This is an optimization exercise on Yosys and OpenROAD, whose aim is small area, a short achievable clock period and few clock cycles per item, not a production implementation. In this exercise RTL edits were held to simulation tests only and were not proved equivalent to the original. No activity file was given, so power comes from the tool's default toggle rates.

File: flow/config.mk
export PLATFORM = sky130hd
export DESIGN_NAME = MUL
export DESIGN_NICKNAME = MUL
export VERILOG_FILES = /design/flow/design.v
export SDC_FILE = /design/flow/constraint.sdc
export NUM_CORES = 4
export LEC_CHECK = 0
export CAP_MARGIN = 20
export CORE_MARGIN = 2
export CORE_UTILIZATION = 50
export CTS_BUF_LIST = sky130_fd_sc_hd__clkbuf_8
export SETUP_SLACK_MARGIN = 1.45
export SLEW_MARGIN = 20
File: flow/constraint.sdc
create_clock -name core_clock -period 4.0 [get_ports {clk}]
set_input_delay 0.8000 -clock core_clock [delete_from_list [all_inputs] [get_ports {clk}]]
set_output_delay 0.8000 -clock core_clock [all_outputs]
set_load 0.01 [all_outputs]
File: flow/design.v
module MUL #(
    parameter WIDTH = 32
) (
    input  [ 0:0] clk,
    input  [ 0:0] rst,
    input  [ 0:0] start,
    input  [31:0] a,
    input  [31:0] b,
    output [63:0] res,
    output [ 0:0] finish
);
reg  [5:0] p;
reg  [32:0] s_q, c_q;         
reg  [7:0] ls_q, lc_q;       
reg         n3_q;             
reg  [31:0] l_q;              
reg  [29:0] h_q;              
reg  [3:0] one_q, two_q, neg_q;  
reg         sgn_q;
wire first = p[0];
wire [32:0] sfb = first ? 33'h100000000 : s_q;
wire [32:0] cfb = first ? 33'h0 : c_q;
wire [32:0] am = {1'b0, a[30:0], 1'b0};    
wire [31:0] pp0;
wire [31:0] pp1;
wire [31:0] pp2;
wire [31:0] pp3;
genvar gj;
generate for (gj = 0; gj < 32; gj = gj + 1) begin : g_pp
    assign pp0[gj] = ((one_q[0] & am[gj+1]) | (two_q[0] & am[gj])) ^ neg_q[0];
    assign pp1[gj] = ((one_q[1] & am[gj+1]) | (two_q[1] & am[gj])) ^ neg_q[1];
    assign pp2[gj] = ((one_q[2] & am[gj+1]) | (two_q[2] & am[gj])) ^ neg_q[2];
    assign pp3[gj] = ((one_q[3] & am[gj+1]) | (two_q[3] & am[gj])) ^ neg_q[3];
end endgenerate
wire fs0;
wire fc0;
wire hs0;
wire hc0;
wire hs1;
wire hc1;
wire fs1;
wire fc1;
wire hs2;
wire hc2;
wire fs2;
wire fc2;
wire hs3;
wire hc3;
wire fs3;
wire fc3;
wire fs4;
wire fc4;
wire fs5;
wire fc5;
wire fs6;
wire fc6;
wire fs7;
wire fc7;
wire fs8;
wire fc8;
wire fs9;
wire fc9;
wire fs10;
wire fc10;
wire fs11;
wire fc11;
wire fs12;
wire fc12;
wire fs13;
wire fc13;
wire fs14;
wire fc14;
wire fs15;
wire fc15;
wire fs16;
wire fc16;
wire fs17;
wire fc17;
wire fs18;
wire fc18;
wire fs19;
wire fc19;
wire fs20;
wire fc20;
wire fs21;
wire fc21;
wire fs22;
wire fc22;
wire fs23;
wire fc23;
wire fs24;
wire fc24;
wire fs25;
wire fc25;
wire fs26;
wire fc26;
wire fs27;
wire fc27;
wire fs28;
wire fc28;
wire fs29;
wire fc29;
wire fs30;
wire fc30;
wire fs31;
wire fc31;
wire fs32;
wire fc32;
wire fs33;
wire fc33;
wire fs34;
wire fc34;
wire fs35;
wire fc35;
wire fs36;
wire fc36;
wire fs37;
wire fc37;
wire fs38;
wire fc38;
wire fs39;
wire fc39;
wire fs40;
wire fc40;
wire fs41;
wire fc41;
wire fs42;
wire fc42;
wire fs43;
wire fc43;
wire fs44;
wire fc44;
wire fs45;
wire fc45;
wire fs46;
wire fc46;
wire fs47;
wire fc47;
wire fs48;
wire fc48;
wire fs49;
wire fc49;
wire fs50;
wire fc50;
wire fs51;
wire fc51;
wire fs52;
wire fc52;
wire fs53;
wire fc53;
wire fs54;
wire fc54;
wire fs55;
wire fc55;
wire fs56;
wire fc56;
wire fs57;
wire fc57;
wire hs4;
wire hc4;
wire fs58;
wire fc58;
wire fs59;
wire fc59;
wire fs60;
wire fc60;
wire fs61;
wire fc61;
wire fs62;
wire fc62;
wire fs63;
wire fc63;
wire fs64;
wire fc64;
wire fs65;
wire fc65;
wire fs66;
wire fc66;
wire fs67;
wire fc67;
wire fs68;
wire fc68;
wire fs69;
wire fc69;
wire fs70;
wire fc70;
wire fs71;
wire fc71;
wire fs72;
wire fc72;
wire fs73;
wire fc73;
wire fs74;
wire fc74;
wire fs75;
wire fc75;
wire fs76;
wire fc76;
wire fs77;
wire fc77;
wire fs78;
wire fc78;
wire fs79;
wire fc79;
wire fs80;
wire fc80;
wire fs81;
wire fc81;
wire fs82;
wire fc82;
wire fs83;
wire fc83;
wire fs84;
wire fc84;
wire fs85;
wire fc85;
wire fs86;
wire fc86;
wire fs87;
wire fc87;
wire fs88;
wire fc88;
wire fs89;
wire fc89;
wire fs90;
wire fc90;
wire fs91;
wire fc91;
wire hs5;
wire hc5;
wire hs6;
wire hc6;
wire fs92;
wire fc92;
wire fs93;
wire fc93;
wire fs94;
wire fc94;
wire fs95;
wire fc95;
wire fs96;
wire fc96;
wire fs97;
wire fc97;
wire fs98;
wire fc98;
wire fs99;
wire fc99;
wire fs100;
wire fc100;
wire fs101;
wire fc101;
wire fs102;
wire fc102;
wire fs103;
wire fc103;
wire fs104;
wire fc104;
wire fs105;
wire fc105;
wire fs106;
wire fc106;
wire fs107;
wire fc107;
wire fs108;
wire fc108;
wire fs109;
wire fc109;
wire fs110;
wire fc110;
wire fs111;
wire fc111;
wire fs112;
wire fc112;
wire fs113;
wire fc113;
wire fs114;
wire fc114;
wire fs115;
wire fc115;
wire fs116;
wire fc116;
wire fs117;
wire fc117;
wire fs118;
wire fc118;
wire fs119;
wire fc119;
wire fs120;
wire fc120;
wire fs121;
wire fc121;
wire fs122;
wire fc122;
wire fs123;
wire fc123;
wire fs124;
wire fc124;
wire fs125;
wire fc125;
wire fs126;
wire fc126;
wire fs127;
wire fc127;
wire hs7;
wire hc7;
assign fs0 = neg_q[0] ^ sfb[0] ^ cfb[0];
assign fc0 = (neg_q[0] & sfb[0]) | (neg_q[0] & cfb[0]) | (sfb[0] & cfb[0]);
assign hs0 = neg_q[1] ^ sfb[2];
assign hc0 = neg_q[1] & sfb[2];
assign hs1 = sfb[3] ^ cfb[3];
assign hc1 = sfb[3] & cfb[3];
assign fs1 = neg_q[2] ^ sfb[4] ^ cfb[4];
assign fc1 = (neg_q[2] & sfb[4]) | (neg_q[2] & cfb[4]) | (sfb[4] & cfb[4]);
assign hs2 = pp0[4] ^ pp1[2];
assign hc2 = pp0[4] & pp1[2];
assign fs2 = sfb[5] ^ cfb[5] ^ pp0[5];
assign fc2 = (sfb[5] & cfb[5]) | (sfb[5] & pp0[5]) | (cfb[5] & pp0[5]);
assign hs3 = pp1[3] ^ pp2[1];
assign hc3 = pp1[3] & pp2[1];
assign fs3 = sfb[6] ^ cfb[6] ^ pp0[6];
assign fc3 = (sfb[6] & cfb[6]) | (sfb[6] & pp0[6]) | (cfb[6] & pp0[6]);
assign fs4 = pp1[4] ^ pp2[2] ^ pp3[0];
assign fc4 = (pp1[4] & pp2[2]) | (pp1[4] & pp3[0]) | (pp2[2] & pp3[0]);
assign fs5 = sfb[7] ^ cfb[7] ^ pp0[7];
assign fc5 = (sfb[7] & cfb[7]) | (sfb[7] & pp0[7]) | (cfb[7] & pp0[7]);
assign fs6 = pp1[5] ^ pp2[3] ^ pp3[1];
assign fc6 = (pp1[5] & pp2[3]) | (pp1[5] & pp3[1]) | (pp2[3] & pp3[1]);
assign fs7 = sfb[8] ^ cfb[8] ^ pp0[8];
assign fc7 = (sfb[8] & cfb[8]) | (sfb[8] & pp0[8]) | (cfb[8] & pp0[8]);
assign fs8 = pp1[6] ^ pp2[4] ^ pp3[2];
assign fc8 = (pp1[6] & pp2[4]) | (pp1[6] & pp3[2]) | (pp2[4] & pp3[2]);
assign fs9 = sfb[9] ^ cfb[9] ^ pp0[9];
assign fc9 = (sfb[9] & cfb[9]) | (sfb[9] & pp0[9]) | (cfb[9] & pp0[9]);
assign fs10 = pp1[7] ^ pp2[5] ^ pp3[3];
assign fc10 = (pp1[7] & pp2[5]) | (pp1[7] & pp3[3]) | (pp2[5] & pp3[3]);
assign fs11 = sfb[10] ^ cfb[10] ^ pp0[10];
assign fc11 = (sfb[10] & cfb[10]) | (sfb[10] & pp0[10]) | (cfb[10] & pp0[10]);
assign fs12 = pp1[8] ^ pp2[6] ^ pp3[4];
assign fc12 = (pp1[8] & pp2[6]) | (pp1[8] & pp3[4]) | (pp2[6] & pp3[4]);
assign fs13 = sfb[11] ^ cfb[11] ^ pp0[11];
assign fc13 = (sfb[11] & cfb[11]) | (sfb[11] & pp0[11]) | (cfb[11] & pp0[11]);
assign fs14 = pp1[9] ^ pp2[7] ^ pp3[5];
assign fc14 = (pp1[9] & pp2[7]) | (pp1[9] & pp3[5]) | (pp2[7] & pp3[5]);
assign fs15 = sfb[12] ^ cfb[12] ^ pp0[12];
assign fc15 = (sfb[12] & cfb[12]) | (sfb[12] & pp0[12]) | (cfb[12] & pp0[12]);
assign fs16 = pp1[10] ^ pp2[8] ^ pp3[6];
assign fc16 = (pp1[10] & pp2[8]) | (pp1[10] & pp3[6]) | (pp2[8] & pp3[6]);
assign fs17 = sfb[13] ^ cfb[13] ^ pp0[13];
assign fc17 = (sfb[13] & cfb[13]) | (sfb[13] & pp0[13]) | (cfb[13] & pp0[13]);
assign fs18 = pp1[11] ^ pp2[9] ^ pp3[7];
assign fc18 = (pp1[11] & pp2[9]) | (pp1[11] & pp3[7]) | (pp2[9] & pp3[7]);
assign fs19 = sfb[14] ^ cfb[14] ^ pp0[14];
assign fc19 = (sfb[14] & cfb[14]) | (sfb[14] & pp0[14]) | (cfb[14] & pp0[14]);
assign fs20 = pp1[12] ^ pp2[10] ^ pp3[8];
assign fc20 = (pp1[12] & pp2[10]) | (pp1[12] & pp3[8]) | (pp2[10] & pp3[8]);
assign fs21 = sfb[15] ^ cfb[15] ^ pp0[15];
assign fc21 = (sfb[15] & cfb[15]) | (sfb[15] & pp0[15]) | (cfb[15] & pp0[15]);
assign fs22 = pp1[13] ^ pp2[11] ^ pp3[9];
assign fc22 = (pp1[13] & pp2[11]) | (pp1[13] & pp3[9]) | (pp2[11] & pp3[9]);
assign fs23 = sfb[16] ^ cfb[16] ^ pp0[16];
assign fc23 = (sfb[16] & cfb[16]) | (sfb[16] & pp0[16]) | (cfb[16] & pp0[16]);
assign fs24 = pp1[14] ^ pp2[12] ^ pp3[10];
assign fc24 = (pp1[14] & pp2[12]) | (pp1[14] & pp3[10]) | (pp2[12] & pp3[10]);
assign fs25 = sfb[17] ^ cfb[17] ^ pp0[17];
assign fc25 = (sfb[17] & cfb[17]) | (sfb[17] & pp0[17]) | (cfb[17] & pp0[17]);
assign fs26 = pp1[15] ^ pp2[13] ^ pp3[11];
assign fc26 = (pp1[15] & pp2[13]) | (pp1[15] & pp3[11]) | (pp2[13] & pp3[11]);
assign fs27 = sfb[18] ^ cfb[18] ^ pp0[18];
assign fc27 = (sfb[18] & cfb[18]) | (sfb[18] & pp0[18]) | (cfb[18] & pp0[18]);
assign fs28 = pp1[16] ^ pp2[14] ^ pp3[12];
assign fc28 = (pp1[16] & pp2[14]) | (pp1[16] & pp3[12]) | (pp2[14] & pp3[12]);
assign fs29 = sfb[19] ^ cfb[19] ^ pp0[19];
assign fc29 = (sfb[19] & cfb[19]) | (sfb[19] & pp0[19]) | (cfb[19] & pp0[19]);
assign fs30 = pp1[17] ^ pp2[15] ^ pp3[13];
assign fc30 = (pp1[17] & pp2[15]) | (pp1[17] & pp3[13]) | (pp2[15] & pp3[13]);
assign fs31 = sfb[20] ^ cfb[20] ^ pp0[20];
assign fc31 = (sfb[20] & cfb[20]) | (sfb[20] & pp0[20]) | (cfb[20] & pp0[20]);
assign fs32 = pp1[18] ^ pp2[16] ^ pp3[14];
assign fc32 = (pp1[18] & pp2[16]) | (pp1[18] & pp3[14]) | (pp2[16] & pp3[14]);
assign fs33 = sfb[21] ^ cfb[21] ^ pp0[21];
assign fc33 = (sfb[21] & cfb[21]) | (sfb[21] & pp0[21]) | (cfb[21] & pp0[21]);
assign fs34 = pp1[19] ^ pp2[17] ^ pp3[15];
assign fc34 = (pp1[19] & pp2[17]) | (pp1[19] & pp3[15]) | (pp2[17] & pp3[15]);
assign fs35 = sfb[22] ^ cfb[22] ^ pp0[22];
assign fc35 = (sfb[22] & cfb[22]) | (sfb[22] & pp0[22]) | (cfb[22] & pp0[22]);
assign fs36 = pp1[20] ^ pp2[18] ^ pp3[16];
assign fc36 = (pp1[20] & pp2[18]) | (pp1[20] & pp3[16]) | (pp2[18] & pp3[16]);
assign fs37 = sfb[23] ^ cfb[23] ^ pp0[23];
assign fc37 = (sfb[23] & cfb[23]) | (sfb[23] & pp0[23]) | (cfb[23] & pp0[23]);
assign fs38 = pp1[21] ^ pp2[19] ^ pp3[17];
assign fc38 = (pp1[21] & pp2[19]) | (pp1[21] & pp3[17]) | (pp2[19] & pp3[17]);
assign fs39 = sfb[24] ^ cfb[24] ^ pp0[24];
assign fc39 = (sfb[24] & cfb[24]) | (sfb[24] & pp0[24]) | (cfb[24] & pp0[24]);
assign fs40 = pp1[22] ^ pp2[20] ^ pp3[18];
assign fc40 = (pp1[22] & pp2[20]) | (pp1[22] & pp3[18]) | (pp2[20] & pp3[18]);
assign fs41 = sfb[25] ^ cfb[25] ^ pp0[25];
assign fc41 = (sfb[25] & cfb[25]) | (sfb[25] & pp0[25]) | (cfb[25] & pp0[25]);
assign fs42 = pp1[23] ^ pp2[21] ^ pp3[19];
assign fc42 = (pp1[23] & pp2[21]) | (pp1[23] & pp3[19]) | (pp2[21] & pp3[19]);
assign fs43 = sfb[26] ^ cfb[26] ^ pp0[26];
assign fc43 = (sfb[26] & cfb[26]) | (sfb[26] & pp0[26]) | (cfb[26] & pp0[26]);
assign fs44 = pp1[24] ^ pp2[22] ^ pp3[20];
assign fc44 = (pp1[24] & pp2[22]) | (pp1[24] & pp3[20]) | (pp2[22] & pp3[20]);
assign fs45 = sfb[27] ^ cfb[27] ^ pp0[27];
assign fc45 = (sfb[27] & cfb[27]) | (sfb[27] & pp0[27]) | (cfb[27] & pp0[27]);
assign fs46 = pp1[25] ^ pp2[23] ^ pp3[21];
assign fc46 = (pp1[25] & pp2[23]) | (pp1[25] & pp3[21]) | (pp2[23] & pp3[21]);
assign fs47 = sfb[28] ^ cfb[28] ^ pp0[28];
assign fc47 = (sfb[28] & cfb[28]) | (sfb[28] & pp0[28]) | (cfb[28] & pp0[28]);
assign fs48 = pp1[26] ^ pp2[24] ^ pp3[22];
assign fc48 = (pp1[26] & pp2[24]) | (pp1[26] & pp3[22]) | (pp2[24] & pp3[22]);
assign fs49 = sfb[29] ^ cfb[29] ^ pp0[29];
assign fc49 = (sfb[29] & cfb[29]) | (sfb[29] & pp0[29]) | (cfb[29] & pp0[29]);
assign fs50 = pp1[27] ^ pp2[25] ^ pp3[23];
assign fc50 = (pp1[27] & pp2[25]) | (pp1[27] & pp3[23]) | (pp2[25] & pp3[23]);
assign fs51 = sfb[30] ^ cfb[30] ^ pp0[30];
assign fc51 = (sfb[30] & cfb[30]) | (sfb[30] & pp0[30]) | (cfb[30] & pp0[30]);
assign fs52 = pp1[28] ^ pp2[26] ^ pp3[24];
assign fc52 = (pp1[28] & pp2[26]) | (pp1[28] & pp3[24]) | (pp2[26] & pp3[24]);
assign fs53 = sfb[31] ^ cfb[31] ^ pp0[31];
assign fc53 = (sfb[31] & cfb[31]) | (sfb[31] & pp0[31]) | (cfb[31] & pp0[31]);
assign fs54 = pp1[29] ^ pp2[27] ^ pp3[25];
assign fc54 = (pp1[29] & pp2[27]) | (pp1[29] & pp3[25]) | (pp2[27] & pp3[25]);
assign fs55 = ~neg_q[0] ^ sfb[32] ^ cfb[32];
assign fc55 = (~neg_q[0] & sfb[32]) | (~neg_q[0] & cfb[32]) | (sfb[32] & cfb[32]);
assign fs56 = pp1[30] ^ pp2[28] ^ pp3[26];
assign fc56 = (pp1[30] & pp2[28]) | (pp1[30] & pp3[26]) | (pp2[28] & pp3[26]);
assign fs57 = 1'b1 ^ pp1[31] ^ pp2[29];
assign fc57 = (1'b1 & pp1[31]) | (1'b1 & pp2[29]) | (pp1[31] & pp2[29]);
assign hs4 = pp0[0] ^ lowc[0];
assign hc4 = pp0[0] & lowc[0];
assign fs58 = sfb[1] ^ cfb[1] ^ pp0[1];
assign fc58 = (sfb[1] & cfb[1]) | (sfb[1] & pp0[1]) | (cfb[1] & pp0[1]);
assign fs59 = cfb[2] ^ pp0[2] ^ pp1[0];
assign fc59 = (cfb[2] & pp0[2]) | (cfb[2] & pp1[0]) | (pp0[2] & pp1[0]);
assign fs60 = pp0[3] ^ pp1[1] ^ hc0;
assign fc60 = (pp0[3] & pp1[1]) | (pp0[3] & hc0) | (pp1[1] & hc0);
assign fs61 = pp2[0] ^ hc1 ^ hs2;
assign fc61 = (pp2[0] & hc1) | (pp2[0] & hs2) | (hc1 & hs2);
assign fs62 = hc2 ^ hs3 ^ fc1;
assign fc62 = (hc2 & hs3) | (hc2 & fc1) | (hs3 & fc1);
assign fs63 = hc3 ^ fc2 ^ fs3;
assign fc63 = (hc3 & fc2) | (hc3 & fs3) | (fc2 & fs3);
assign fs64 = fc3 ^ fc4 ^ fs5;
assign fc64 = (fc3 & fc4) | (fc3 & fs5) | (fc4 & fs5);
assign fs65 = fc5 ^ fc6 ^ fs7;
assign fc65 = (fc5 & fc6) | (fc5 & fs7) | (fc6 & fs7);
assign fs66 = fc7 ^ fc8 ^ fs9;
assign fc66 = (fc7 & fc8) | (fc7 & fs9) | (fc8 & fs9);
assign fs67 = fc9 ^ fc10 ^ fs11;
assign fc67 = (fc9 & fc10) | (fc9 & fs11) | (fc10 & fs11);
assign fs68 = fc11 ^ fc12 ^ fs13;
assign fc68 = (fc11 & fc12) | (fc11 & fs13) | (fc12 & fs13);
assign fs69 = fc13 ^ fc14 ^ fs15;
assign fc69 = (fc13 & fc14) | (fc13 & fs15) | (fc14 & fs15);
assign fs70 = fc15 ^ fc16 ^ fs17;
assign fc70 = (fc15 & fc16) | (fc15 & fs17) | (fc16 & fs17);
assign fs71 = fc17 ^ fc18 ^ fs19;
assign fc71 = (fc17 & fc18) | (fc17 & fs19) | (fc18 & fs19);
assign fs72 = fc19 ^ fc20 ^ fs21;
assign fc72 = (fc19 & fc20) | (fc19 & fs21) | (fc20 & fs21);
assign fs73 = fc21 ^ fc22 ^ fs23;
assign fc73 = (fc21 & fc22) | (fc21 & fs23) | (fc22 & fs23);
assign fs74 = fc23 ^ fc24 ^ fs25;
assign fc74 = (fc23 & fc24) | (fc23 & fs25) | (fc24 & fs25);
assign fs75 = fc25 ^ fc26 ^ fs27;
assign fc75 = (fc25 & fc26) | (fc25 & fs27) | (fc26 & fs27);
assign fs76 = fc27 ^ fc28 ^ fs29;
assign fc76 = (fc27 & fc28) | (fc27 & fs29) | (fc28 & fs29);
assign fs77 = fc29 ^ fc30 ^ fs31;
assign fc77 = (fc29 & fc30) | (fc29 & fs31) | (fc30 & fs31);
assign fs78 = fc31 ^ fc32 ^ fs33;
assign fc78 = (fc31 & fc32) | (fc31 & fs33) | (fc32 & fs33);
assign fs79 = fc33 ^ fc34 ^ fs35;
assign fc79 = (fc33 & fc34) | (fc33 & fs35) | (fc34 & fs35);
assign fs80 = fc35 ^ fc36 ^ fs37;
assign fc80 = (fc35 & fc36) | (fc35 & fs37) | (fc36 & fs37);
assign fs81 = fc37 ^ fc38 ^ fs39;
assign fc81 = (fc37 & fc38) | (fc37 & fs39) | (fc38 & fs39);
assign fs82 = fc39 ^ fc40 ^ fs41;
assign fc82 = (fc39 & fc40) | (fc39 & fs41) | (fc40 & fs41);
assign fs83 = fc41 ^ fc42 ^ fs43;
assign fc83 = (fc41 & fc42) | (fc41 & fs43) | (fc42 & fs43);
assign fs84 = fc43 ^ fc44 ^ fs45;
assign fc84 = (fc43 & fc44) | (fc43 & fs45) | (fc44 & fs45);
assign fs85 = fc45 ^ fc46 ^ fs47;
assign fc85 = (fc45 & fc46) | (fc45 & fs47) | (fc46 & fs47);
assign fs86 = fc47 ^ fc48 ^ fs49;
assign fc86 = (fc47 & fc48) | (fc47 & fs49) | (fc48 & fs49);
assign fs87 = fc49 ^ fc50 ^ fs51;
assign fc87 = (fc49 & fc50) | (fc49 & fs51) | (fc50 & fs51);
assign fs88 = fc51 ^ fc52 ^ fs53;
assign fc88 = (fc51 & fc52) | (fc51 & fs53) | (fc52 & fs53);
assign fs89 = fc53 ^ fc54 ^ fs55;
assign fc89 = (fc53 & fc54) | (fc53 & fs55) | (fc54 & fs55);
assign fs90 = pp3[27] ^ fc55 ^ fc56;
assign fc90 = (pp3[27] & fc55) | (pp3[27] & fc56) | (fc55 & fc56);
assign fs91 = ~neg_q[1] ^ pp2[30] ^ pp3[28];
assign fc91 = (~neg_q[1] & pp2[30]) | (~neg_q[1] & pp3[28]) | (pp2[30] & pp3[28]);
assign hs5 = 1'b1 ^ pp2[31];
assign hc5 = 1'b1 & pp2[31];
assign hs6 = lowc[1] ^ fs0;
assign hc6 = lowc[1] & fs0;
assign fs92 = fc0 ^ fs58 ^ hc4;
assign fc92 = (fc0 ^ fs58) ? hc4 : fc0;
assign fs93 = hs0 ^ fc58 ^ fs59;
assign fc93 = (hs0 ^ fc58) ? fs59 : hs0;
assign fs94 = hs1 ^ fc59 ^ fs60;
assign fc94 = (hs1 ^ fc59) ? fs60 : hs1;
assign fs95 = fs1 ^ fc60 ^ fs61;
assign fc95 = (fs1 ^ fc60) ? fs61 : fs1;
assign fs96 = fs2 ^ fc61 ^ fs62;
assign fc96 = (fs2 ^ fc61) ? fs62 : fs2;
assign fs97 = fs4 ^ fc62 ^ fs63;
assign fc97 = (fs4 ^ fc62) ? fs63 : fs4;
assign fs98 = fs6 ^ fc63 ^ fs64;
assign fc98 = (fs6 ^ fc63) ? fs64 : fs6;
assign fs99 = fs8 ^ fc64 ^ fs65;
assign fc99 = (fs8 ^ fc64) ? fs65 : fs8;
assign fs100 = fs10 ^ fc65 ^ fs66;
assign fc100 = (fs10 ^ fc65) ? fs66 : fs10;
assign fs101 = fs12 ^ fc66 ^ fs67;
assign fc101 = (fs12 ^ fc66) ? fs67 : fs12;
assign fs102 = fs14 ^ fc67 ^ fs68;
assign fc102 = (fs14 ^ fc67) ? fs68 : fs14;
assign fs103 = fs16 ^ fc68 ^ fs69;
assign fc103 = (fs16 ^ fc68) ? fs69 : fs16;
assign fs104 = fs18 ^ fc69 ^ fs70;
assign fc104 = (fs18 ^ fc69) ? fs70 : fs18;
assign fs105 = fs20 ^ fc70 ^ fs71;
assign fc105 = (fs20 ^ fc70) ? fs71 : fs20;
assign fs106 = fs22 ^ fc71 ^ fs72;
assign fc106 = (fs22 ^ fc71) ? fs72 : fs22;
assign fs107 = fs24 ^ fc72 ^ fs73;
assign fc107 = (fs24 ^ fc72) ? fs73 : fs24;
assign fs108 = fs26 ^ fc73 ^ fs74;
assign fc108 = (fs26 ^ fc73) ? fs74 : fs26;
assign fs109 = fs28 ^ fc74 ^ fs75;
assign fc109 = (fs28 ^ fc74) ? fs75 : fs28;
assign fs110 = fs30 ^ fc75 ^ fs76;
assign fc110 = (fs30 ^ fc75) ? fs76 : fs30;
assign fs111 = fs32 ^ fc76 ^ fs77;
assign fc111 = (fs32 ^ fc76) ? fs77 : fs32;
assign fs112 = fs34 ^ fc77 ^ fs78;
assign fc112 = (fs34 ^ fc77) ? fs78 : fs34;
assign fs113 = fs36 ^ fc78 ^ fs79;
assign fc113 = (fs36 ^ fc78) ? fs79 : fs36;
assign fs114 = fs38 ^ fc79 ^ fs80;
assign fc114 = (fs38 ^ fc79) ? fs80 : fs38;
assign fs115 = fs40 ^ fc80 ^ fs81;
assign fc115 = (fs40 ^ fc80) ? fs81 : fs40;
assign fs116 = fs42 ^ fc81 ^ fs82;
assign fc116 = (fs42 ^ fc81) ? fs82 : fs42;
assign fs117 = fs44 ^ fc82 ^ fs83;
assign fc117 = (fs44 ^ fc82) ? fs83 : fs44;
assign fs118 = fs46 ^ fc83 ^ fs84;
assign fc118 = (fs46 ^ fc83) ? fs84 : fs46;
assign fs119 = fs48 ^ fc84 ^ fs85;
assign fc119 = (fs48 ^ fc84) ? fs85 : fs48;
assign fs120 = fs50 ^ fc85 ^ fs86;
assign fc120 = (fs50 ^ fc85) ? fs86 : fs50;
assign fs121 = fs52 ^ fc86 ^ fs87;
assign fc121 = (fs52 ^ fc86) ? fs87 : fs52;
assign fs122 = fs54 ^ fc87 ^ fs88;
assign fc122 = (fs54 ^ fc87) ? fs88 : fs54;
assign fs123 = fs56 ^ fs89 ^ fc88;
assign fc123 = (fs56 ^ fs89) ? fc88 : fs56;
assign fs124 = fs57 ^ fc89 ^ fs90;
assign fc124 = (fs57 ^ fc89) ? fs90 : fs57;
assign fs125 = fc57 ^ fs91 ^ fc90;
assign fc125 = (fc57 ^ fs91) ? fc90 : fc57;
assign fs126 = pp3[29] ^ hs5 ^ fc91;
assign fc126 = (pp3[29] ^ hs5) ? fc91 : pp3[29];
assign fs127 = ~neg_q[2] ^ pp3[30] ^ hc5;
assign fc127 = (~neg_q[2] ^ pp3[30]) ? hc5 : ~neg_q[2];
assign hs7 = 1'b1 ^ pp3[31];
assign hc7 = 1'b1 & pp3[31];
wire [32:0] s_t = {1'b0, 1'b1, hc7, fc127, fc126, fc125, fc124, fc123, fc122, fc121, fc120, fc119, fc118, fc117, fc116, fc115, fc114, fc113, fc112, fc111, fc110, fc109, fc108, fc107, fc106, fc105, fc104, fc103, fc102, fc101, fc100, fc99, fc98};
wire [32:0] c_t = {1'b0, 1'b0, ~neg_q[3], hs7, fs127, fs126, fs125, fs124, fs123, fs122, fs121, fs120, fs119, fs118, fs117, fs116, fs115, fs114, fs113, fs112, fs111, fs110, fs109, fs108, fs107, fs106, fs105, fs104, fs103, fs102, fs101, fs100, fs99};
wire [7:0] ls_t = {fc97, fc96, fc95, fc94, fc93, fc92, hc6, hs6};
wire [7:0] lc_t = {fs98, fs97, fs96, fs95, fs94, fs93, fs92, hs4};
wire [8:0] u = {1'b0, ls_q} + {1'b0, lc_q};
wire [7:0] low = {u[7] ^ (u[6] & n3_q), u[6] ^ n3_q, u[5:0]};
wire [1:0] lowc = {u[7] & u[6] & n3_q, u[8]} & {2{~first}};
wire [37:0] fin = {s_q[29:0], ls_q} + {c_q[29:0], lc_q};
wire [32:0] bm = {1'b0, b[30:0], 1'b0};    
wire [8:0] w0 = bm[8:0];
wire [8:0] w1 = bm[16:8];
wire [8:0] w2 = bm[24:16];
wire [8:0] w3 = bm[32:24];
wire [8:0] wn = ({9{~|p[2:0]}} & w0) |
                  ({9{p[0]}} & w1) |
                  ({9{p[1]}} & w2) |
                  ({9{p[2]}} & w3);
wire [3:0] one_n, two_n, neg_n;
generate for (gj = 0; gj < 4; gj = gj + 1) begin : g_enc
    assign one_n[gj] = wn[2*gj+1] ^ wn[2*gj];
    assign two_n[gj] = (wn[2*gj+2] & ~wn[2*gj+1] & ~wn[2*gj]) | (~wn[2*gj+2] & wn[2*gj+1] & wn[2*gj]);
    assign neg_n[gj] = wn[2*gj+2];
end endgenerate
always @(posedge clk) begin
    if (rst)
        p <= 6'b0;
    else
        p <= {p[4:0], start};
    one_q <= one_n;
    two_q <= two_n;
    neg_q <= neg_n;
    s_q   <= s_t;
    c_q   <= c_t;
    ls_q  <= ls_t;
    lc_q  <= lc_t;
    n3_q  <= neg_q[3];
    l_q   <= {low[7:0], l_q[31:8]};
    h_q   <= fin[37:8];
    sgn_q <= a[31] ^ b[31];
end
assign finish = p[5];
assign res = {sgn_q, 1'b0, h_q, l_q};
endmodule
File: flow/run.sh
#!/bin/bash
# synth_recipe.tcl (not shown) runs the flow's synth.tcl, then flattens the netlist and writes it again
# the make line also repeats each setting of config.mk as NAME=value (left out here)
make -C /OpenROAD-flow-scripts/flow DESIGN_CONFIG=/design/flow/config.mk WORK_HOME=/design/flow/orfs CLKGATE_MAP_FILE= SYNTH_SCRIPT=/design/flow/synth_recipe.tcl finish
==> impl_metrics.csv, run 1 <==
group,metric,value,unit
sta,fin_skew,0.0192,ns
clock_tree,cts_max_path_buffers,2,
synth,avgSynthCellArea,9.56,sq um
setup_path,crit_type,"in -> reg",
sta,setup_tns,0,ns
global_route,grt.total_usage,24.6,%
power,cellInternalPower,7.99,mW
clock_tree,cts_hold_buf,0,
worst_hold_path,hp-class,"reg -> reg",
worst_hold_path,holdPathEnd,"l_q[14]",
run_status,status,"no timing/DRC/antenna violations",
setup_path,crit_chain,"dlygate4sd2_1 > a22oi_1 > xor2_1 > fa_1 > inv_1 > fa_1 > maj3_1",
setup_path,timing.critical_path.from_type,"input port",
global_route,antenna_found_initial,0,
synth,synthFlopType,"dfxtp_1",
synth,synth_top_area_share,27.5,%
power,p_sw_share,45.3,%
synth,synth_cells,1218,
clock_tree,cts_buffers,17,
sta,rsz0062_at_grt,"true",
global_route,grt_overflow,0,
floorplanning,core_area,0.0228,sq mm
synth,async_flop_share,0,%
place,place_congestion,0.875,
synth,yosys.area.top_type,"dfxtp_1",
setup_path,cp-end-kind,"flop",
place,placedCellCount,1577,
power,power.switching,6.61,mW
clock_tree,clock_sinks,160,
worst_hold_path,min_from,"l_q[22]",
routing,wl_per_cell,18.2,um
global_route,grt_pass1_wl,46800,um
routing,postRouteAntennaNets,0,
clock_tree,clk_latency,0.47,ns
sta,maxSlewHeadroom,65.9,%
setup_path,slowest_stage,"fa_1",
setup_path,crit_path_max_fanout,8,
routing,viasPerCell,5.47,
power,p_clk_share,8.7,%
synth,synth.area.top_cells,"dfxtp_1 28%, fa_1 15%, xnor2_1 12%",
final_layout,syn2layout_area_growth,17.1,%
setup_path,path_common_cell,"fa_1",
final_layout,diodes,0,
synth,syn_nets,1422,
power,sequentialPowerShare,20.6,%
floorplanning,die-area,0.0245,sq mm
final_layout,fin_nets,1487,
sta,timing_hold_violations_final,0,
global_route,grt_pass1_vias,8466,
worst_hold_path,hold_depth,0,
synth,synth_seq_cells,160,
floorplanning,io_pins,132,
sta,finalMaxSlewViolations,0,
place,dpl-instance-area,0.0131,sq mm
global_route,grt_max_degree,68,
floorplanning,dieWidth,157,um
setup_path,crit_required,4.35,ns
setup_path,worst_ep_arrival_time,2.88,ns
floorplanning,die_y,157,um
clock_tree,clock-root-buffer,"clkbuf_8",
final_layout,layout_commonest_cell,"xnor2_1",
routing,via_count,8795,
setup_path,r2r_slack,1.51,ns
synth,synth_cell_types,62,
routing,route.detailed.drc,0,
power,p_leak,5.54,nW
power,combinationalPowerShare,70.7,%
clock_tree,cts.clk_slew.worst_paths,0.11,ns
power,p_per_area,1070,mW/mm^2
final_layout,post-route-cell-area,0.0136,sq mm
sta,period_minus_slack,2.54,ns
final_layout,drive_gt1_share,9.95,%
place,io_buffers,130,
final_layout,layout_common_cells,"154 x xnor2_1, 153 x dfxtp_1, 100 x a22oi_1",
routing,dr.pass1.iters,5,
synth,yosys_warnings,1,
sta,worst_slew_pin_slew,0.512,ns
synth,netlist_area,0.0116,sq mm
sta,fmax,394,MHz
sta,finalSetupViolCount,0,
clock_tree,cts_max_level,4,
routing,drtIter0Drc,582,
final_layout,fin_cells,1609,
power,peakVddDrop,363,uV
sta,period_share,63.5,%
run,max_cap_viol_count,0,
floorplanning,rows,55,
floorplanning,start_util,51.1,%
synth,synth_edf_count,0,
setup_path,slowest_delay,0.45,ns
synth,ys_seq_area_share,27.5,%
clock_tree,cts_tree,"done",
setup_path,rr_worst_depth,7,
clock_tree,postCtsSetupBuffers,0,
routing,drt_wl_total,29200,um
setup_path,reg2reg_to,"s_q[13]",
setup_path,r2r-start,"neg_q[2]",
place,hpwl,22600,um
[worst max path at each step]
stage / end / from / cells past startpoint / slack (ns)
after floorplan: s_q[10] / a[16] / 6 / 1.32
after global placement: s_q[5] / a[11] / 6 / 0.58
after detailed placement: s_q[2] / a[8] / 6 / 0.59
after CTS: s_q[15] / a[18] / 7 / 1.45
after global routing: s_q[13] / two_q[3] / 7 / 1.44
final: s_q[0] / a[3] / 7 / 1.46
[cells by family after synthesis]
family,count (synthesis),share of synthesized area (%)
compound gates,265,16.2
buf+inv,177,6.01
other cells,1,0.0322
simple gates,206,8.94
fa+ha+maj,168,23.2
flops,160,27.5
xor+xnor,240,18.1
mux,1,0.0967
[synthesized netlist by cell type, types with 5 or more instances]
cell,instances
a21o_1,18
a21oi_1,38
a21oi_2,5
a221o_1,7
a22oi_1,120
and3_1,6
buf_1,23
buf_2,6
clkbuf_1,52
clkbuf_2,16
dfxtp_1,160
fa_1,90
ha_1,47
inv_1,76
maj3_1,31
nand2_1,68
nand3_1,15
nand4_1,11
nor2_1,27
nor2b_1,59
nor3_1,5
o211ai_1,7
o21ai_0,34
o21bai_1,5
xnor2_1,156
xor2_1,84
[sequential cells by signal, summed over array words and instances (netlist names)]
name and flops:
two_q 4, ls_q 8, lc_q 8, c_q 31
h_q 30, p 6, one_q 4, neg_q 4
n3_q 1, sgn_q 1, s_q 31, l_q 32
[worst max-delay path: cells and delay by family]
kind,cells,cell delay [ns]
XOR/XNOR,1,0.19
buffers and inverters,2,0.46
adder cells (fa/ha/maj),3,1.27
AO/OA/AOI/OAI,1,0.16
[final cells by class]
class | count | area, sq um
fill | 2071 | 9140
multi-input combinational | 881 | 7910
sequential | 160 | 3220
timing repair buffer | 145 | 1390
tap | 313 | 392
inverter | 78 | 293
clock buffer | 17 | 234
clock inverter | 15 | 209
[per-stage QoR]
| stage | power, mW | hold WS [ns] | worst slack [ns] | util [%] |
|---|---|---|---|---|
| floorplan | 10.5 | 0.329 | 1.32 | - |
| CTS | 14.5 | 0.348 | 1.45 | 59.6 |
| global route | 15.8 | 0.360 | 1.44 | 59.9 |
| finish | 14.6 | 0.346 | 1.46 | 59.9 |
| detailed placement | 13.2 | 0.335 | 0.585 | 57.5 |
| global placement | 13.1 | 0.333 | 0.581 | 57.5 |
[routing by layer]
metal	vias to the layer above	wire length [um]	track usage [%]
met1	4238	14900	37.6
met2	294	12100	35.5
met5	-	0	0
li1	4228	-	-
met3	35	1650	4.51
met4	0	529	6.38
[power by group through the flow]
stage | sequential, mW | clock (mW) | combinational (mW)
after global placement | 3.03 | 0 | 10.0
after detailed placement | 3.03 | 0 | 10.2
after floorplan | 3.04 | 0 | 7.47
final | 3.01 | 1.27 | 10.3
after global routing | 3.07 | 1.36 | 11.4
after CTS | 3.00 | 1.31 | 10.2
[what timing repair did]
action / 4_1_cts / 5_1_grt
cloned: 0 / 0
resized for setup: 62 / 76
setup endpoints to repair: 60 / 41
pin swaps: 1 / 5
Testbench counts, summed over its fixed seeds: cycles 5,376, items 768.
==> run 2: changes to the inputs <==
--- a/flow/config.mk
+++ b/flow/config.mk
@@ -7,7 +7,7 @@
 export LEC_CHECK = 0
 export CAP_MARGIN = 20
 export CORE_MARGIN = 2
-export CORE_UTILIZATION = 50
+export CORE_UTILIZATION = 60
 export CTS_BUF_LIST = sky130_fd_sc_hd__clkbuf_8
 export SETUP_SLACK_MARGIN = 1.45
 export SLEW_MARGIN = 20
==> run 2 against run 1 <==
Net effect:
- critical endpoint is now h_q[29]
- largest cell class unchanged
- via count is 0.86% higher
- global-route usage is 4.2 points higher
- critical path type is now reg -> reg
- die area is 16% lower
- routed wire length is 1.3% lower
- sequential share of layout area hardly changed
==> impl_metrics.csv, run 2 <==
group,metric,value,unit
run_status,status,"no timing/DRC/antenna violations",
synth,synth_common_cells,"160 x dfxtp_1, 156 x xnor2_1, 120 x a22oi_1",
run,max_cap_viol_count,0,
final_layout,fillers,1497,
sta,timing_hold_violations_final,0,
clock_tree,cts_tree,"done",
global_route,grt_max_degree,57,
final_layout,layout_commonest_cell,"dfxtp_1",
synth,async_flop_share,0,%
place,hpwl,21900,um
final_layout,top_register,"l_q",
final_layout,drive_gt1_share,10.6,%
synth,synth_seq_cells,160,
clock_tree,clock_sinks,160,
synth,yosys.area.top_type,"dfxtp_1",
routing,via_count,8871,
synth,synth_cells,1218,
global_route,grt.total_usage,28.8,%
clock_tree,cts_hold_buf,0,
clock_tree,clk_latency,0.49,ns
setup_path,reg2reg_to,"h_q[29]",
synth,ys_seq_area_share,27.5,%
synth,synthFlopType,"dfxtp_1",
power,p_leak,5.59,nW
setup_path,critPathLaunch,"s_q[18]",
setup_path,r2r-start,"s_q[18]",
setup_path,r2r_slack,1.47,ns
setup_path,crit_required,4.36,ns
sta,setup_tns,0,ns
synth,netlist_area,0.0116,sq mm
setup_path,rr_worst_depth,8,
setup_path,crit_path_end,"h_q[29]",
global_route,antenna_found_initial,0,
clock_tree,clock-root-buffer,"clkbuf_8",
setup_path,worst_ep_arrival_time,2.89,ns
routing,wl_per_cell,18.4,um
clock_tree,cts.clk_slew.worst_paths,0.11,ns
final_layout,fin_nets,1496,
setup_path,cp-end-kind,"flop",
floorplanning,rows,50,
synth,yosysMostFrequentCell,"dfxtp_1",
floorplanning,io_pins,132,
synth,synth_edf_count,0,
sta,fmax,396,MHz
floorplanning,core_area,0.0189,sq mm
sta,period_minus_slack,2.53,ns
floorplanning,die_y,143,um
routing,route.detailed.drc,0,
power,p_total,14.6,mW
place,placedCellCount,1523,
clock_tree,cts_buffers,17,
final_layout,ff_latch_area,0.00322,sq mm
final_layout,layout_common_cells,"154 x dfxtp_1, 152 x xnor2_1, 99 x a22oi_1, 99 x clkdlybuf4s50_1, 89 x fa_1",
final_layout,multiInputGateArea,0.00790,sq mm
sta,finalSetupViolCount,0,
routing,drtIter0Drc,790,
sta,rsz0062_at_grt,"true",
synth,yosys_warnings,1,
synth,avgSynthCellArea,9.56,sq um
routing,postRouteAntennaNets,0,
setup_path,crit_type,"reg -> reg",
synth,syn_nets,1422,
routing,drt_wl_total,28900,um
global_route,grt_pass1_wl,45500,um
setup_path,timing.critical_path.from_type,"flop",
setup_path,crit_path_max_fanout,8,
sta,fin_skew,0.0119,ns
final_layout,syn2layout_area_growth,17.0,%
clock_tree,cts_max_level,4,
place,io_buffers,130,
power,peakVddDrop,408,uV
sta,period_share,63.2,%
floorplanning,dieWidth,143,um
final_layout,top_regs,"l_q (32), c_q (31), s_q (31)",
floorplanning,die-area,0.0205,sq mm
clock_tree,cts_max_path_buffers,2,
synth,synth.area.top_cells,"dfxtp_1 28%, fa_1 15%, xnor2_1 12%",
worst_hold_path,hp-class,"reg -> reg",
sta,finalMaxSlewViolations,0,
routing,dr.pass1.iters,5,
final_layout,largest_reg_flops,32,
place,place_congestion,0.902,
global_route,grt_pass1_vias,8500,
synth,synth_top_area_share,27.5,%
sta,worst_slew_pin_slew,0.607,ns
floorplanning,start_util,61.6,%
synth,synth_cell_types,62,
final_layout,fin_cells,1566,
global_route,grt_overflow,0,
routing,viasPerCell,5.66,
sta,maxSlewHeadroom,59.5,%
power,p_per_area,1070,mW/mm^2
==> run 2: cell type report <==
type / instances / area share (%)
Clock inverter: 15 / 1.61
Timing Repair Buffer: 154 / 10.5
Tap cell: 260 / 2.39
Clock buffer: 17 / 1.72
Inverter: 78 / 2.15
Sequential cell: 160 / 23.6
Multi-Input combinational cell: 881 / 58.0
Antenna cell: 1 / 0.0184
==> run 2: per-layer routing <==
| metal | wire length (um) | GRT usage [%] |
|---|---|---|
| met4 | 410 | 6.24 |
| met5 | 0 | 0 |
| met1 | 13400 | 42.5 |
| met3 | 2320 | 6.00 |
| met2 | 12700 | 43.8 |
==> run 2: stage by stage <==
| stage | setup WS [ns] | area [sq um] | hold WS, ns | utilization, % |
|---|---|---|---|---|
| 4_1_cts | 1.45 | 13500 | 0.345 | 71.7 |
| 6_report | 1.47 | 13600 | 0.349 | 72.1 |
| 3_3_place_gp | 0.597 | 13000 | 0.332 | 68.9 |
| 3_5_place_dp | 0.584 | 13000 | 0.334 | 68.9 |
| 2_1_floorplan | 1.32 | 11800 | 0.329 | - |
| 5_1_grt | 1.39 | 13600 | 0.345 | 72.1 |
==> run 2: worst min path at each step <==
stage              from     end  slack, ns  depth (start not counted)
6_report        l_q[15]  l_q[7]       0.35                          0
5_1_grt         l_q[15]  l_q[7]       0.34                          0
4_1_cts         l_q[15]  l_q[7]       0.35                          0
3_3_place_gp     l_q[8]  l_q[0]       0.33                          0
2_1_floorplan  neg_q[3]    n3_q       0.33                          0
3_5_place_dp    l_q[11]  l_q[3]       0.33                          0
==> run 2: logic make-up after synthesis <==
kind of cell	share of synthesized area, %
AND/OR/NAND/NOR	8.94
flip-flops	27.5
multiplexers	0.0967
adder cells (fa/ha/maj)	23.2
buffers and inverters	6.01
AO/OA/AOI/OAI	16.2
other	0.0322
XOR/XNOR	18.1
==> run 2: power breakdown <==
group | internal (mW) | switching (mW)
Combinational | 4.90 | 5.40
Clock | 0.508 | 0.806
Sequential | 2.58 | 0.437
Total | 7.99 | 6.65
==> run 2: worst max-delay path, cell delays in order (launching register included) <==
cell and delay [ns]:
dfxtp_1 0.35, ha_1 0.44, a21oi_2 0.24, o21bai_1 0.08, a21oi_1 0.29, o31ai_1 0.13, a311o_1 0.40, a211oi_4 0.35
xnor2_1 0.13
==> run 2: repair_timing <==
| action | in CTS | in global routing |
|---|---|---|
| gates cloned | 0 | 0 |
| pin swaps | 0 | 3 |
| setup buffers | 2 | 8 |
| endpoints found under the setup margin | 60 | 41 |
| gates resized for setup | 64 | 68 |
==> run 3: changes to the inputs <==
--- a/flow/config.mk
+++ b/flow/config.mk
@@ -7,7 +7,7 @@
 export LEC_CHECK = 0
 export CAP_MARGIN = 20
 export CORE_MARGIN = 2
-export CORE_UTILIZATION = 60
+export CORE_UTILIZATION = 40
 export CTS_BUF_LIST = sky130_fd_sc_hd__clkbuf_8
 export SETUP_SLACK_MARGIN = 1.45
 export SLEW_MARGIN = 20
==> run 3 against run 2 <==
Net effect:
- combinational power is essentially flat
- area after synthesis stayed put
- highest routed layer unchanged
- global-route usage is 8.6 points lower
- via count decreased by 1.3%
- sequential cell count did not move
- largest power group unchanged
- sequential power about the same
- largest cell class unchanged
- die area grew 48%
- cell area is 0.98% higher
==> impl_metrics.csv, run 3 <==
group,metric,value,unit
power,p_per_area,1060,mW/mm^2
final_layout,layout_common_cells,"156 x xnor2_1, 156 x dfxtp_1, 99 x clkdlybuf4s50_1",
clock_tree,cts_hold_buf,0,
setup_path,crit_path_max_fanout,8,
floorplanning,io_pins,132,
global_route,grt_pass1_wl,48200,um
place,pre_cts_ws,0.615,ns
sta,worst_slew_pin_slew,0.505,ns
run_status,status,"no timing/DRC/antenna violations",
setup_path,cp-end-kind,"flop",
synth,synth_top_area_share,27.5,%
setup_path,slowest_stage,"fa_1",
sta,timing_hold_violations_final,0,
setup_path,rr_worst_depth,5,
floorplanning,die_y,175,um
setup_path,crit_type,"in -> reg",
setup_path,path_common_cell,"fa_1",
floorplanning,start_util,40.6,%
global_route,grt_pass1_vias,8895,
clock_tree,cts.clk_slew.worst_paths,0.13,ns
setup_path,crit_chain,"clkdlybuf4s15_1 > a22oi_1 > xnor2_1 > fa_1 > fa_1 > maj3_1",
setup_path,r2r_slack,1.52,ns
setup_path,cp_num_cells,6,
final_layout,top_register,"l_q",
global_route,grt_overflow,0,
routing,route.detailed.drc,0,
setup_path,reg2reg_to,"s_q[2]",
synth,synth_cell_types,62,
synth,synth_cells,1218,
sta,timing.hold.ws,0.344,ns
setup_path,cp_num_buf_inv,1,
floorplanning,rows,62,
synth,synth_edf_count,0,
floorplanning,die-area,0.0305,sq mm
final_layout,fillers,2796,
sta,fin_skew,0.0294,ns
synth,avgSynthCellArea,9.56,sq um
worst_hold_path,hp-class,"reg -> reg",
routing,viasPerCell,5.20,
synth,ys_seq_area_share,27.5,%
clock_tree,clock_sinks,160,
floorplanning,core_area,0.0287,sq mm
floorplanning,dieWidth,175,um
routing,dr.pass1.iters,5,
place,hpwl,22900,um
sta,finalSetupViolCount,0,
clock_tree,cts_max_level,4,
synth,synth.area.top_cells,"dfxtp_1 28%, fa_1 15%, xnor2_1 12%",
routing,wl_per_cell,17.8,um
clock_tree,cts_tree,"done",
setup_path,worst_ep_arrival_time,2.87,ns
place,place_congestion,0.820,
routing,postRouteAntennaNets,0,
synth,yosys_warnings,1,
clock_tree,clock-root-buffer,"clkbuf_8",
setup_path,critPathTopFamily,"adder cells",
final_layout,drive_gt1_share,10.1,%
setup_path,r2r-start,"p[0]",
power,peakVddDrop,374,uV
sta,period_minus_slack,2.50,ns
final_layout,top_regs,"l_q (32), c_q (31), s_q (31)",
global_route,grt_max_degree,60,
routing,drt_wl_total,29900,um
clock_tree,cts_buffers,17,
power,p_leak,5.55,nW
synth,syn_nets,1422,
setup_path,crit_required,4.37,ns
synth,synth_seq_cells,160,
sta,worst_slack,1.50,ns
setup_path,slowest_delay,0.48,ns
synth,netlist_area,0.0116,sq mm
synth,yosysMostFrequentCell,"dfxtp_1",
clock_tree,cts_max_path_buffers,2,
sta,rsz0062_at_grt,"true",
routing,drtIter0Drc,550,
synth,synthFlopType,"dfxtp_1",
setup_path,crit_path_end,"s_q[13]",
final_layout,largest_reg_flops,32,
sta,finalMaxSlewViolations,0,
final_layout,post-route-cell-area,0.0138,sq mm
final_layout,syn2layout_area_growth,18.2,%
global_route,grt.total_usage,20.2,%
sta,fmax,399,MHz
global_route,antenna_found_initial,2,
sta,period_share,62.6,%
sta,maxSlewHeadroom,66.3,%
run,max_cap_viol_count,0,
place,io_buffers,130,
place,dpl-instance-area,0.0132,sq mm
routing,via_count,8759,
clock_tree,clk_latency,0.50,ns
setup_path,critPathLaunch,"a[20]",
setup_path,timing.critical_path.from_type,"input port",
final_layout,fin_nets,1492,
sta,setup_tns,0,ns
synth,async_flop_share,0,%
synth,yosys.area.top_type,"dfxtp_1",
synth,synth_common_cells,"160 x dfxtp_1, 156 x xnor2_1, 120 x a22oi_1",
-- run 3: cell counts after synthesis --
No cell type changed its count.
-- run 3: layout make-up --
class / instances / area [sq um] / share of cell area (%)
multi-input combinational: 881 / 7920 / 57.5
clock inverter: 15 / 201 / 1.46
tap: 384 / 480 / 3.49
antenna: 1 / 2.50 / 0.0182
sequential: 160 / 3210 / 23.3
clock buffer: 17 / 234 / 1.70
timing repair buffer: 150 / 1420 / 10.3
inverter: 78 / 297 / 2.15
-- run 3: through the flow --
step           util, %  cells  power, mW
2_1_floorplan        -   1218       10.5
3_3_place_gp      45.9   1647       13.1
3_5_place_dp      45.9   1647       13.3
4_1_cts           47.5   1679       14.6
5_1_grt           47.9   1685       16.0
6_report          48.0   1686       14.7
-- run 3: how the worst min path moves through the flow --
stage | to | start | cells after the start | slack (ns)
2_1_floorplan | n3_q | neg_q[3] | 0 | 0.33
3_3_place_gp | l_q[0] | l_q[8] | 0 | 0.33
3_5_place_dp | l_q[1] | l_q[9] | 0 | 0.34
4_1_cts | l_q[16] | l_q[24] | 0 | 0.34
5_1_grt | l_q[16] | l_q[24] | 0 | 0.35
6_report | l_q[10] | l_q[18] | 0 | 0.34
-- run 3: timing repair --
| item | 4_1_cts | 5_1_grt |
|---|---|---|
| endpoints found under the hold margin | 0 | 0 |
| buffers inserted | 0 | 6 |
| pin swaps | 0 | 2 |
| endpoints found under the setup margin | 64 | 47 |
| resized for setup | 48 | 82 |
-- run 3: cell families after synthesis --
logic type | synth area share [%]
compound gates | 16.2
xor+xnor | 18.1
simple gates | 8.94
other cells | 0.0322
flops | 27.5
mux | 0.0967
fa+ha+maj | 23.2
buf+inv | 6.01
-- run 3: metal layers --
layer / part of all wire [%] / vias up / GRT usage [%]
li1: - / 4238 / -
met1: 44 / 4226 / 26.4
met2: 48 / 254 / 34.1
met3: 5.2 / 41 / 3.18
met4: 2.3 / 0 / 6.81
met5: 0 / - / 0
-- run 3: report_power, final --
part	total, mW	switching, mW	internal (mW)
clock	1.30	0.803	0.495
combinational	10.4	5.46	4.90
sequential	3.00	0.418	2.58
==> run 4: changes to the inputs <==
--- a/flow/config.mk
+++ b/flow/config.mk
@@ -9,5 +9,6 @@
 export CORE_MARGIN = 2
 export CORE_UTILIZATION = 40
 export CTS_BUF_LIST = sky130_fd_sc_hd__clkbuf_8
+export CTS_CLUSTER_SIZE = 12
 export SETUP_SLACK_MARGIN = 1.45
 export SLEW_MARGIN = 20
==> run 4 against run 3 <==
Net effect:
- critical endpoint unchanged
- power stayed put
- register-to-register slack hardly changed
- critical path type unchanged
- sequential power hardly changed
- cell count stayed put
==> impl_metrics.csv, run 4 <==
group,metric,value,unit
run_status,status,"no timing/DRC/antenna violations",
setup_path,reg2reg_to,"s_q[2]",
clock_tree,cts_max_path_buffers,2,
sta,fmax,399,MHz
synth,synth_seq_cells,160,
worst_hold_path,hp-class,"reg -> reg",
sta,rsz0062_at_grt,"true",
synth,synth_top_area_share,27.5,%
synth,yosysMostFrequentCell,"dfxtp_1",
setup_path,rr_worst_depth,5,
synth,synthFlopType,"dfxtp_1",
global_route,grt_pass1_wl,48200,um
setup_path,slowest_delay,0.48,ns
synth,ys_seq_area_share,27.5,%
final_layout,top_regs,"l_q (32), c_q (31), s_q (31)",
final_layout,largest_reg_flops,32,
setup_path,crit_chain,"clkdlybuf4s15_1 > a22oi_1 > xnor2_1 > fa_1 > fa_1 > maj3_1",
setup_path,slowest_stage,"fa_1",
clock_tree,cts.clk_slew.worst_paths,0.13,ns
setup_path,crit_path_max_fanout,8,
final_layout,fin_nets,1492,
sta,setup_tns,0,ns
synth,netlist_area,0.0116,sq mm
synth,synth_cells,1218,
routing,wl_per_cell,17.8,um
final_layout,utilization,48.0,%
setup_path,crit_required,4.37,ns
sta,period_minus_slack,2.50,ns
sta,finalMaxSlewViolations,0,
final_layout,syn2layout_area_growth,18.2,%
sta,fin_skew,0.0294,ns
sta,worst_slew_pin_slew,0.505,ns
worst_hold_path,holdPathEnd,"l_q[10]",
synth,yosys_warnings,1,
place,placedCellCount,1647,
routing,postRouteAntennaNets,0,
sta,finalSetupViolCount,0,
setup_path,crit_type,"in -> reg",
clock_tree,clock-root-buffer,"clkbuf_8",
power,peakVddDrop,374,uV
global_route,antenna_found_initial,2,
routing,via_count,8759,
run,max_cap_viol_count,0,
place,hpwl,22900,um
setup_path,path_common_cell,"fa_1",
final_layout,drive_gt1_share,10.1,%
power,p_per_area,1060,mW/mm^2
power,p_total,14.7,mW
sta,period_share,62.6,%
clock_tree,cts_buffers,17,
final_layout,fin_cells,1686,
clock_tree,clk_latency,0.50,ns
floorplanning,dieWidth,175,um
synth,synth_common_cells,"160 x dfxtp_1, 156 x xnor2_1, 120 x a22oi_1",
setup_path,r2r-start,"p[0]",
setup_path,cp-end-kind,"flop",
global_route,grt.total_usage,20.2,%
synth,yosys.area.top_type,"dfxtp_1",
global_route,grt_max_degree,60,
clock_tree,cts_max_level,4,
synth,synth.area.top_cells,"dfxtp_1 28%, fa_1 15%, xnor2_1 12%",
clock_tree,cts_tree,"done",
routing,dr.pass1.iters,5,
final_layout,post-route-cell-area,0.0138,sq mm
floorplanning,rows,62,
place,io_buffers,130,
worst_hold_path,hold_depth,0,
synth,synth_edf_count,0,
final_layout,top_register,"l_q",
power,p_leak,5.55,nW
floorplanning,die_y,175,um
floorplanning,start_util,40.6,%
floorplanning,core_area,0.0287,sq mm
setup_path,worst_ep_arrival_time,2.87,ns
synth,avgSynthCellArea,9.56,sq um
routing,route.detailed.drc,0,
synth,synth_cell_types,62,
synth,async_flop_share,0,%
routing,drtIter0Drc,550,
setup_path,timing.critical_path.from_type,"input port",
synth,syn_nets,1422,
clock_tree,clock_sinks,160,
worst_hold_path,min_from,"l_q[18]",
routing,drt_wl_total,29900,um
final_layout,layout_common_cells,"156 x xnor2_1, 156 x dfxtp_1, 99 x clkdlybuf4s50_1",
sta,maxSlewHeadroom,66.3,%
routing,viasPerCell,5.20,
setup_path,r2r_slack,1.52,ns
floorplanning,io_pins,132,
place,dpl-instance-area,0.0132,sq mm
sta,timing_hold_violations_final,0,
floorplanning,die-area,0.0305,sq mm
global_route,grt_overflow,0,
place,place_congestion,0.820,
global_route,grt_pass1_vias,8895,
run 4: cell counts after synthesis:
No cell type changed its count.
run 4: cells by family (layout without fill, tap and decap cells):
group	Yosys count	in the layout	synth area share [%]
AO/OA/AOI/OAI	265	265	16.2
XOR/XNOR	240	240	18.1
AND/OR/NAND/NOR	206	206	8.94
buffers and inverters	177	260	6.01
adder cells (fa/ha/maj)	168	168	23.2
flip-flops	160	160	27.5
other	1	2	0.0322
multiplexers	1	1	0.0967
run 4: worst max-delay path by stage:
stage,cells after the start,endpoint,from
5_1_grt,9,h_q[27],s_q[6]
4_1_cts,6,s_q[11],a[17]
3_5_place_dp,6,s_q[11],a[17]
2_1_floorplan,6,s_q[10],a[16]
6_report,6,s_q[13],a[20]
3_3_place_gp,6,s_q[11],a[17]
run 4: metrics by stage:
step	worst slack (ns)	hold WS, ns
6_report	1.50	0.344
5_1_grt	1.39	0.351
4_1_cts	1.43	0.343
3_5_place_dp	0.615	0.335
3_3_place_gp	0.612	0.331
2_1_floorplan	1.32	0.329
run 4: cell type report:
class                           instances  area, sq um
Sequential cell                       160         3210
Inverter                               78          297
Tap cell                              384          480
Antenna cell                            1         2.50
Timing Repair Buffer                  150         1420
Fill cell                            2796        14900
Clock inverter                         15          201
Clock buffer                           17          234
Multi-Input combinational cell        881         7920
run 4: timing repair:
action / CTS / global route
hold buffers: 0 / 0
setup endpoints to repair: 64 / 47
hold endpoints to repair: 0 / 0
gates resized for setup: 48 / 82
pin swaps: 0 / 2
buffers inserted: 0 / 6
run 4: routing by layer:
layer  up-vias  part of all wire, %  global-route usage, %
li1       4238                    -                      -
met1      4226                   44                   26.4
met2       254                   48                   34.1
met3        41                  5.2                   3.18
met4         0                  2.3                   6.81
met5         -                    0                      0
run 4: report_power, final:
group / switching, mW / internal [mW] / leakage [nW]
Sequential: 0.418 / 2.58 / 1.35
Clock: 0.803 / 0.495 / 0.215
Combinational: 5.46 / 4.90 / 3.98
Total: 6.68 / 7.98 / 5.55
run 4: critical path: cells and delay by family:
kind	cells	cell delay (ns)
adder cells (fa/ha/maj)	3	1.31
buffers and inverters	1	0.32
AO/OA/AOI/OAI	1	0.25
XOR/XNOR	1	0.19
==> run 5: changes to the inputs <==
--- a/flow/config.mk
+++ b/flow/config.mk
@@ -9,6 +9,5 @@
 export CORE_MARGIN = 2
 export CORE_UTILIZATION = 40
 export CTS_BUF_LIST = sky130_fd_sc_hd__clkbuf_8
-export CTS_CLUSTER_SIZE = 12
-export SETUP_SLACK_MARGIN = 1.45
+export SETUP_SLACK_MARGIN = 1.4
 export SLEW_MARGIN = 20
==> run 5 against run 4 <==
Net effect:
- clock power hardly changed
- count of clock-buffer cells in the layout unchanged
- worst hold slack better by 0.0096 ns
- global-route usage fell by 0.30 points
- combinational power is essentially flat
- sequential share of layout area increased by 0.14 points
- synthesized cell count unchanged
- routed wire length fell by 0.62%
- critical path type unchanged
==> impl_metrics.csv, run 5 <==
group,metric,value,unit
setup_path,timing.critical_path.from_type,"input port",
power,p_per_area,1060,mW/mm^2
global_route,grt_max_degree,57,
global_route,grt_pass1_vias,8681,
synth,synth-simple-area-share,8.94,%
clock_tree,cts_max_path_buffers,2,
setup_path,crit_path_max_fanout,8,
routing,viasPerCell,5.25,
routing,route.detailed.drc,0,
synth,synth_cells,1218,
final_layout,layout_common_cells,"155 x xnor2_1, 154 x dfxtp_1, 108 x a22oi_1",
sta,fin_skew,0.0172,ns
floorplanning,die-area,0.0305,sq mm
place,io_buffers,130,
floorplanning,core_area,0.0287,sq mm
synth,synth.area.top_cells,"dfxtp_1 28%, fa_1 15%, xnor2_1 12%",
global_route,grt_overflow,0,
sta,setup_tns,0,ns
final_layout,top_register,"l_q",
floorplanning,io_pins,132,
synth,synth_common_cells,"160 x dfxtp_1, 156 x xnor2_1, 120 x a22oi_1",
final_layout,fin_nets,1490,
final_layout,top_regs,"l_q (32), c_q (31), s_q (31)",
place,hpwl,23100,um
synth,synthMuxAreaShare,0.0967,%
setup_path,slowest_stage,"fa_1",
synth,synthAdderAreaFrac,23.2,%
sta,maxSlewHeadroom,61.5,%
synth,async_flop_share,0,%
clock_tree,clock-root-buffer,"clkbuf_8",
sta,period_share,64.6,%
sta,worst_slew_pin_slew,0.578,ns
power,peakVddDrop,371,uV
setup_path,crit_required,4.37,ns
floorplanning,start_util,40.6,%
clock_tree,cts_max_level,4,
setup_path,cp-end-kind,"flop",
synth,yosys_warnings,1,
power,p_leak,5.54,nW
clock_tree,cts_tree,"done",
routing,via_count,8837,
global_route,grt_pass1_wl,47300,um
synth,synth_cell_types,62,
power,p_total,14.5,mW
final_layout,largest_reg_flops,32,
synth,yosysMostFrequentCell,"dfxtp_1",
routing,postRouteAntennaNets,0,
sta,finalSetupViolCount,0,
setup_path,slowest_delay,0.50,ns
sta,period_minus_slack,2.58,ns
synth,avgSynthCellArea,9.56,sq um
setup_path,critPathTopFamily,"adder cells",
place,place_congestion,0.832,
setup_path,cp_num_buf_inv,1,
routing,drtIter0Drc,593,
synth,netlist_area,0.0116,sq mm
final_layout,utilization,47.7,%
routing,drt_wl_total,29800,um
clock_tree,cts_buffers,17,
floorplanning,rows,62,
synth,yosys.area.top_type,"dfxtp_1",
setup_path,worst_ep_arrival_time,2.95,ns
synth,syn_nets,1422,
setup_path,path_common_cell,"fa_1",
worst_hold_path,hp-class,"reg -> reg",
routing,dr.pass1.iters,5,
synth,synth_top_family_by_area,"adder cells",
sta,finalMaxSlewViolations,0,
global_route,grt.total_usage,19.9,%
synth,ys_seq_area_share,27.5,%
final_layout,syn2layout_area_growth,17.6,%
synth,synth_seq_cells,160,
synth,yosys.area_share.xor_xnor,18.1,%
floorplanning,die_y,175,um
synth,synth_edf_count,0,
setup_path,crit_chain,"dlygate4sd2_1 > a22oi_1 > xnor2_1 > fa_1 > fa_1 > maj3_1",
place,dpl-instance-area,0.0132,sq mm
synth,synth-compound-area-share,16.2,%
sta,rsz0062_at_grt,"true",
sta,timing_hold_violations_final,0,
final_layout,post-route-cell-area,0.0137,sq mm
run_status,status,"no timing/DRC/antenna violations",
setup_path,crit_type,"in -> reg",
final_layout,layout_commonest_cell,"xnor2_1",
global_route,antenna_found_initial,2,
synth,synth_top_area_share,27.5,%
clock_tree,clock_sinks,160,
run,max_cap_viol_count,0,
sta,fmax,387,MHz
synth,synthFlopType,"dfxtp_1",
routing,wl_per_cell,17.7,um
final_layout,drive_gt1_share,7.85,%
clock_tree,clk_latency,0.49,ns
floorplanning,dieWidth,175,um
clock_tree,cts.clk_slew.worst_paths,0.11,ns
## run 5: cell counts after synthesis
No cell type changed its count.
## run 5: metal layers
layer	share of wire, %	vias up	wire [um]	GRT usage, %
met4	2.6	2	767	6.56
li1	-	4235	-	-
met2	48	294	14200	33.1
met1	44	4261	13100	25.9
met5	0.027	-	8	0
met3	5.8	45	1720	4.09
## run 5: worst register-to-register path, stage by stage (launching register included)
cell and delay, ns:
dfxtp_1 0.35, buf_8 0.25, a22oi_1 0.17, xnor2_1 0.28, fa_1 0.50, fa_1 0.49, maj3_1 0.36
## run 5: final timing paths
check	from	end	slack [ns]	cells past startpoint
worst min register to register	l_q[31]	l_q[23]	0.35	0
worst max register to register	two_q[0]	s_q[2]	1.49	6
worst max-delay path	a[6]	ls_q[7]	1.42	6
worst min-delay path	l_q[31]	l_q[23]	0.35	0
## run 5: kinds of logic after synthesis
group	count (synthesis)
compound gates	265
xor+xnor	240
fa+ha+maj	168
buf+inv	177
flops	160
mux	1
other cells	1
simple gates	206
## run 5: final cells by class
type	instances	area (sq um)
Fill cell	2759	15000
Multi-Input combinational cell	881	7840
Sequential cell	160	3220
Timing Repair Buffer	148	1410
Tap cell	384	480
Inverter	78	293
Clock buffer	17	234
Clock inverter	15	216
Antenna cell	1	2.50
## run 5: per-stage QoR
step | instances | setup WS, ns | hold WS, ns
6_report | 1684 | 1.42 | 0.353
5_1_grt | 1683 | 1.34 | 0.358
4_1_cts | 1681 | 1.40 | 0.353
3_5_place_dp | 1649 | 0.615 | 0.338
3_3_place_gp | 1649 | 0.591 | 0.332
2_1_floorplan | 1218 | 1.32 | 0.329
## run 5: power breakdown
group | switching [mW] | leakage (nW) | internal [mW] | total [mW]
clock network | 0.803 | 0.220 | 0.508 | 1.31
registers | 0.382 | 1.35 | 2.58 | 2.96
logic | 5.41 | 3.97 | 4.86 | 10.3
## run 5: repair_timing
| item | in CTS | in global routing |
|---|---|---|
| hold buffers | 0 | 0 |
| pin swaps | 2 | 2 |
| buffers inserted | 0 | 2 |
| endpoints found under the hold margin | 0 | 0 |
| setup endpoints to repair | 64 | 35 |
| gates resized for setup | 44 | 45 |
